What follows belongs to an exercise in optimizing a design on an open flow for small area, a short achievable clock period and few clock cycles per item; a production flow would make more cautious choices. Function was checked by simulation only, so behaviour that the tests miss may differ from the original. Power is estimated from default activity; no workload was simulated.

**flow/config.mk**
```make
export PLATFORM = sky130hd
export DESIGN_NAME = matmul_top
export DESIGN_NICKNAME = matmul_top
export VERILOG_FILES = /design/flow/design.v
export SDC_FILE = /design/flow/constraint.sdc
export NUM_CORES = 4
export LEC_CHECK = 0
export CAP_MARGIN = 20
export CORE_MARGIN = 2
export CORE_UTILIZATION = 45
export SLEW_MARGIN = 20
```
**flow/constraint.sdc**
```tcl
create_clock -name core_clock -period 10.5 [get_ports {clock}]
set_input_delay 2.1000 -clock core_clock [delete_from_list [all_inputs] [get_ports {clock}]]
set_output_delay 2.1000 -clock core_clock [all_outputs]
set_load 0.01 [all_outputs]
```
**flow/design.v**
```verilog
module bram 
#(parameter BRAM_ADDR_WIDTH = 10,
  parameter BRAM_DATA_WIDTH = 8) 
 (input  logic clock,
  input  logic [BRAM_ADDR_WIDTH-1:0] rd_addr,
  input  logic [BRAM_ADDR_WIDTH-1:0] wr_addr,
  input  logic wr_en,
  input  logic [BRAM_DATA_WIDTH-1:0] din, 
  output logic [BRAM_DATA_WIDTH-1:0] dout);
  logic [BRAM_DATA_WIDTH-1:0] mem [0:2**BRAM_ADDR_WIDTH-1];
  logic [BRAM_ADDR_WIDTH-1:0] read_addr;
  assign dout = mem[read_addr];
  always_ff @(posedge clock) begin
    read_addr <= rd_addr;
    if (wr_en) mem[wr_addr] <= din; 
  end
endmodule
module matmul
#(
    parameter DATA_WIDTH = 32,
    parameter ADDR_WIDTH = 6,
    parameter VECTOR_SIZE = 8,
    parameter IDX_SIZE = 3
)
(
    input   logic                   clock,
    input   logic                   reset,
    input   logic                   start,
    output  logic                   done,
    input   logic [DATA_WIDTH-1:0]  x_dout,
    output  logic [ADDR_WIDTH-1:0]  x_addr,
    input   logic [DATA_WIDTH-1:0]  y_dout,
    output  logic [ADDR_WIDTH-1:0]  y_addr,
    output  logic [DATA_WIDTH-1:0]  z_din,
    output  logic [ADDR_WIDTH-1:0]  z_addr,
    output  logic                   z_wr_en
);
typedef enum logic [1:0] { s0, s1, s2, s3 } state_t;
state_t state, state_c;
logic [IDX_SIZE:0] j, k, j_c, k_c;
logic [IDX_SIZE:0] i, i_c;
logic done_c;
logic [DATA_WIDTH-1:0] sum, sum_c;
always_ff @(posedge clock or posedge reset) begin
    if (reset) begin
        state <= s0;
        i <= '0;
        j <= '0;
        k <= '0;
        done <= 1'b0;
        sum <= '0;
    end else begin
        state <= state_c;
        i <= i_c;
        j <= j_c;
        k <= k_c;
        done <= done_c;
        sum <= sum_c;
    end
end
always_comb begin
    x_addr = 'b0;
    y_addr = 'b0;
    z_addr = 'b0;
    z_din = 'b0;
    z_wr_en = 'b0;
    done_c = done;
    i_c = i;
    j_c = j;
    k_c = k;
    state_c = state;
    sum_c = sum;
    case (state)
        s0: begin
            i_c = '0;
            j_c = '0;
            k_c = '0;
            sum_c = '0;
            if (start == 1'b1) begin
                state_c = s1;
                done_c = 1'b0;
            end
        end
        s1: begin
            x_addr = ($unsigned(i_c) * $unsigned(VECTOR_SIZE)) + $unsigned(k_c);
            y_addr = ($unsigned(k_c) * $unsigned(VECTOR_SIZE)) + $unsigned(j_c);
            state_c = s2; 
        end
        s2: begin
            sum_c = (sum + ($unsigned(x_dout) * $unsigned(y_dout)));
            k_c = k + 1;
            if ($unsigned(k) == $unsigned(VECTOR_SIZE) - 1) begin
                k_c = '0;
                state_c = s3;
            end else begin
                state_c = s2;
            end
            x_addr = ($unsigned(i_c) * $unsigned(VECTOR_SIZE)) + $unsigned(k_c);
            y_addr = ($unsigned(k_c) * $unsigned(VECTOR_SIZE)) + $unsigned(j_c);
        end
        s3: begin
            z_din = sum;
            z_addr = ($unsigned(i) * $unsigned(VECTOR_SIZE)) + $unsigned(j);
            z_wr_en = 1'b1;
            sum_c = '0;
            state_c = s1;
            if ($unsigned(j) == $unsigned(VECTOR_SIZE) - 1 && $unsigned(i) == $unsigned(VECTOR_SIZE) - 1) begin
                done_c = 1'b1;
                state_c = s0;
            end else if ($unsigned(j) == $unsigned(VECTOR_SIZE) - 1) begin
                j_c = '0;
                i_c = i + 1;
            end else begin
                j_c = j + 1;
                i_c = i;
            end   
        end
        default: begin
            x_addr = 'x;
            y_addr = 'x;
            z_addr = 'x;
            z_din = 'x;
            z_wr_en = 'x;
            done_c = 'x;
            i_c = 'x;
            j_c = 'x;
            k_c = 'x;
            state_c = s0;
            sum_c = 'x;
        end
    endcase
end
endmodule
module matmul_top
#(
    parameter DATA_WIDTH = 32,
    parameter ADDR_WIDTH = 6,
    parameter VECTOR_SIZE = 8
)
(
    input logic                     clock,
    input logic                     reset,
    input logic                     start,
    output logic                    done,
    input logic [DATA_WIDTH-1:0]    x_din,
    input logic [ADDR_WIDTH-1:0]    x_wr_addr,
    input logic                     x_wr_en,
    input logic [DATA_WIDTH-1:0]    y_din,
    input logic [ADDR_WIDTH-1:0]    y_wr_addr,
    input logic                     y_wr_en,
    output logic [DATA_WIDTH-1:0]   z_dout,
    input logic [ADDR_WIDTH-1:0]    z_addr
);
logic [DATA_WIDTH-1:0]  x_dout;
logic [ADDR_WIDTH-1:0]  x_addr;
logic [DATA_WIDTH-1:0]  y_dout;
logic [ADDR_WIDTH-1:0]  y_addr;
logic [DATA_WIDTH-1:0]  z_din;
logic [ADDR_WIDTH-1:0]  z_wr_addr;
logic                   z_wr_en;
matmul #(
    .DATA_WIDTH(DATA_WIDTH),
    .ADDR_WIDTH(ADDR_WIDTH),
    .VECTOR_SIZE(VECTOR_SIZE)
) matmul_inst (
    .clock(clock),
    .reset(reset),
    .start(start),
    .done(done),
    .x_dout(x_dout),
    .x_addr(x_addr),
    .y_dout(y_dout),
    .y_addr(y_addr),
    .z_din(z_din),
    .z_addr(z_wr_addr),
    .z_wr_en(z_wr_en)
);
bram #(
    .BRAM_DATA_WIDTH(DATA_WIDTH),
    .BRAM_ADDR_WIDTH(ADDR_WIDTH)
) x_inst (
    .clock(clock),
    .rd_addr(x_addr),
    .wr_addr(x_wr_addr),
    .wr_en(x_wr_en),
    .dout(x_dout),
    .din(x_din)
);
bram #(
    .BRAM_DATA_WIDTH(DATA_WIDTH),
    .BRAM_ADDR_WIDTH(ADDR_WIDTH)
) y_inst (
    .clock(clock),
    .rd_addr(y_addr),
    .wr_addr(y_wr_addr),
    .wr_en(y_wr_en),
    .dout(y_dout),
    .din(y_din)
);
bram #(
    .BRAM_DATA_WIDTH(DATA_WIDTH),
    .BRAM_ADDR_WIDTH(ADDR_WIDTH)
) z_inst (
    .clock(clock),
    .rd_addr(z_addr),
    .wr_addr(z_wr_addr),
    .wr_en(z_wr_en),
    .dout(z_dout),
    .din(z_din)
);
endmodule
```
**flow/run.sh**
```bash
#!/bin/bash
# synth_recipe.tcl (not shown) runs the flow's synth.tcl, then flattens the netlist and writes it again
# the make line also repeats each setting of config.mk as NAME=value (left out here)
make -C /OpenROAD-flow-scripts/flow DESIGN_CONFIG=/design/flow/config.mk WORK_HOME=/design/flow/orfs CLKGATE_MAP_FILE= SYNTH_SCRIPT=/design/flow/synth_recipe.tcl finish
```
==> summary.md <==
| Metric | Value |
|---|---|
| Largest net degree at the start of global routing | `around 140` |
| H-tree Lvls | `6` |
| Detailed Routing Iterations Pass 1 | `6` |
| Largest area contributor in the netlist | `edfxtp_1` |
| Final setup vio count | `0` |
| Min cycle time layout | `around 10 ns` |
| Worst min-delay path category | `register to register` |
| Number of synthesized flops with an enable pin | `6144` |
| Crit-path slowest cell | `mux4_2` |
| IO buf count | `approximately 120` |
| Global route total overflow | `0` |
| Max_cap viols | `0` |
| Final max-slew violation count | `0` |
| Clk root buf | `clkbuf_16` |
| First-pass GRT wire length | `991000 µm` |
| Syn avg cell area | `21.5 µm²` |
| Initial core utilization | `between 40% and 50%` |
| Vias in the first global route | `129419` |
| CP startpoint kind | `register` |
| Worst Skew | `~0.087 ns` |
| Tightest Pin Transition | `roughly 1.2 ns` |
| DP Worst Slack | `0.230 ns` |
| Layout Nets | `13298` |
| Rel. slew slack | `19.3%` |
| Fin area | `slightly below 300000 µm²` |
| Sequential area share after synthesis | `73.3%` |
| Worst VDD drop | `0.187 mV` |
| DP Wirelength | `slightly above 400000 µm` |
| Setup Crit Path Kind | `register to register` |
| Final WS setup | `roughly 0.32 ns` |
| TritonCTS clock tree | `yes` |
| CTS sink count | `6209` |
| Routed WL per cell | `34.2 µm` |
| Mapped Area | `about 250000 µm²` |
| Power density over the cells | `between 150 and 200 nW/µm²` |
| Clock transition at path regs | `approximately 0.06 ns` |
| Crit path max fanout | `24` |
| Max Buffers Root-to-Sink | `4` |
| Unique masters post-synth | `86` |
| CP max stage delay | `0.55 ns` |
| Peak Freq | `~98 MHz` |
| CP dominant cell by count | `fa_1` |
| Clk Latency, worst-skew pair | `roughly 1.1 ns` |
| Fraction of registers with async set/reset | `less than 1%` |
| WL final | `706000 µm` |
| DP Area | `around 270000 µm²` |
| Design Power | `between 50 and 60 mW` |
| Synth top area share | `between 70% and 80%` |
| Die width | `755 µm` |
| Ports | `between 100 and 150` |
| Tcrit/Tclk final | `a little over nine tenths` |
| Warnings, synthesis | `2` |
| Share of layout cells above drive strength 1 | `between 20% and 30%` |
| Num CTS Buffers | `~640` |
| Synth Net Count | `12493` |
| Die Y | `~750 µm` |
| Post-Synthesis Cells | `~12000` |
| Fin. Hold Viols | `0` |
| Status | `finished clean` |
| CP endpoint kind | `register` |
| Die ar. | `roughly 570000 µm²` |
| Fillers | `between 40000 and 50000` |
| Layout area overhead | `14.0%` |
| Via-per-instance ratio | `6.13` |
| Core area | `561000 µm²` |
| RePlAce Congestion | `between 0.8 and 0.9` |
| Initial drt markers | `roughly 18000` |
| Site Rows | `roughly 280` |
| Flops & latches, synth | `around 6200` |
| Worst EP arrival | `~11 ns` |
| Vias | `between 100k and 150k` |
| DR DRC count | `0` |
| Synth Flop Type | `edfxtp_1` |
| Pleak | `roughly 92 nW` |
| Required @ worst endpoint | `11.42 ns` |
| CTS Hold Bufs | `0` |
| Antenna viol nets, final | `0` |
| Initial antenna violation count | `43` |
| GRT Total Usage | `approximately 25%` |
| Synth top area cells | `edfxtp_1, mux4_2, fa_1, mux2i_1, inv_1` |
## layout make-up
type,count,area (µm²),area share [%]
antenna,10,25.0,0.00865
clock buffer,788,16700,5.77
clock inverter,378,3890,1.34
inverter,541,2030,0.702
multi-input combinational,4479,64300,22.2
sequential,6209,186000,64.3
tap,7479,9360,3.23
timing repair buffer,766,7030,2.43
## worst paths after layout
path	slack, ns	from	cells past startpoint	to
hold / removal	0.52	matmul_inst.done	1	matmul_inst.done
setup reg to reg	0.32	register	37	matmul_inst.sum[28]
hold reg to reg	0.52	matmul_inst.done	1	matmul_inst.done
min in group asynchronous	1.89	reset	2	matmul_inst.i[3]
setup / recovery	0.32	register	37	matmul_inst.sum[28]
max in group asynchronous	8.03	reset	2	matmul_inst.sum[6]
## metrics by stage
step / utilization (%) / setup TNS [ns] / cells / hold slack, ns
floorplan: - / 0 / 11830 / 0.460
global placement: 47.8 / 0 / 19446 / 0.503
detailed placement: 47.8 / 0 / 19447 / 0.513
CTS: 51.5 / 0 / 20613 / 0.514
global route: 51.6 / -0.00261 / 20644 / 0.547
finish: 51.6 / 0 / 20650 / 0.515
## power breakdown
part / internal, mW / switching (mW) / total, mW / leakage [nW]
logic: 1.11 / 1.52 / 2.63 / 25.4
clock network: 12.6 / 9.63 / 22.2 / 9.97
registers: 27.3 / 0.0584 / 27.3 / 56.6
total: 41.0 / 11.2 / 52.2 / 92.0
## routing by layer
| metal | GRT usage (%) | wire length, µm | vias to the layer above |
|---|---|---|---|
| met5 | 0 | 149 | - |
| met4 | 6.11 | 19300 | 22 |
| met3 | 4.62 | 64200 | 1041 |
| met2 | 39.2 | 338000 | 6483 |
| met1 | 35.2 | 285000 | 69164 |
| li1 | - | - | 49902 |
## what timing repair did
item	CTS	global route
setup buffers	0	21
endpoints found under the hold margin	0	0
gates resized for setup	0	10
endpoints found under the setup margin	0	5
## state kept, by name, summed over array words and instances (netlist names), 2 cells and up, named ones only
| register | count |
|---|---|
| x_inst.mem | 2048 |
| matmul_inst.i | 4 |
| matmul_inst.state | 2 |
| y_inst.mem | 2048 |
| matmul_inst.j | 4 |
| matmul_inst.k | 4 |
| z_inst.mem | 2048 |
| matmul_inst.sum | 32 |
## Yosys cell counts, drive strengths merged (25+ instances only)
master	count
edfxtp	6144
mux4	1693
inv	540
nor2	520
fa	438
buf	331
clkbuf	270
nand2	238
mux2i	236
ha	138
a22oi	111
nor2b	106
nand2b	91
o21ai	80
a21oi	77
nand3	70
o22ai	63
xnor2	63
and2	61
or2	58
a221oi	53
a22o	53
dfrtp	47
mux2	46
a211oi	31
nand4	25
## layout by cell type, fill, tap and decap left out, types with 70 or more instances in the layout
| cell | n |
|---|---|
| a21oi_1 | 77 |
| a22oi_1 | 110 |
| buf_12 | 90 |
| buf_4 | 579 |
| clkbuf_1 | 139 |
| clkbuf_16 | 645 |
| clkinv_1 | 150 |
| clkinv_2 | 99 |
| edfxtp_1 | 6144 |
| fa_1 | 438 |
| ha_1 | 136 |
| inv_1 | 535 |
| mux2i_1 | 234 |
| mux4_2 | 1688 |
| nand2_1 | 238 |
| nand2b_1 | 91 |
| nand3_1 | 70 |
| nor2_1 | 326 |
| nor2_4 | 192 |
| nor2b_1 | 101 |
| o21ai_0 | 79 |
## critical path, delay by kind of cell (launching register included)
kind,cells,cell delay [ns]
adder cells (fa/ha/maj),9,4.23
buffers and inverters,12,1.60
AO/OA/AOI/OAI,7,1.25
AND/OR/NAND/NOR,6,1.16
multiplexers,2,1.10
flip-flops,1,0.41
XOR/XNOR,1,0.18
## cells by family (layout without fill, tap and decap cells)
logic type	Yosys count	count (layout)	synth area share (%)
AO/OA/AOI/OAI	579	579	1.65
XOR/XNOR	84	84	0.322
adder cells (fa/ha/maj)	576	576	4.14
buffers and inverters	1142	2473	2.06
flip-flops	6209	6209	73.3
multiplexers	1975	1975	16.2
other	0	10	0
AND/OR/NAND/NOR	1265	1265	2.36
Testbench counts, summed over its fixed seeds: cycles 23,064, jobs 32.

[port drivers added, routing unchanged]
The flow's constraints put no driver on any port. The routed layout listed below was extracted and timed again, unchanged, in two steps. Step 1 (the two cells are an assumption about what drives the block):
set clk [get_ports {clock}]
set_driving_cell -lib_cell sky130_fd_sc_hd__clkbuf_16 $clk
set_driving_cell -lib_cell sky130_fd_sc_hd__buf_2 [delete_from_list [all_inputs] $clk]
Step 2, shift: input delay + t, output delay - t, t = (earliest + latest rising clock arrival at the registers) / 2. This alone moves slack from input paths to output paths. a / b / c = ideal ports / drivers / drivers and shift; a / b = the first two.
t, ns: 1.182
setup WS [ns]: 0.320 / 0.320 / 0.320
worst setup path at the end: register to register
After both steps setup and hold are still met in this run. For this run, drivers alone change the setup slack by 0.000 ns; drivers and shift together by 0.000 ns.
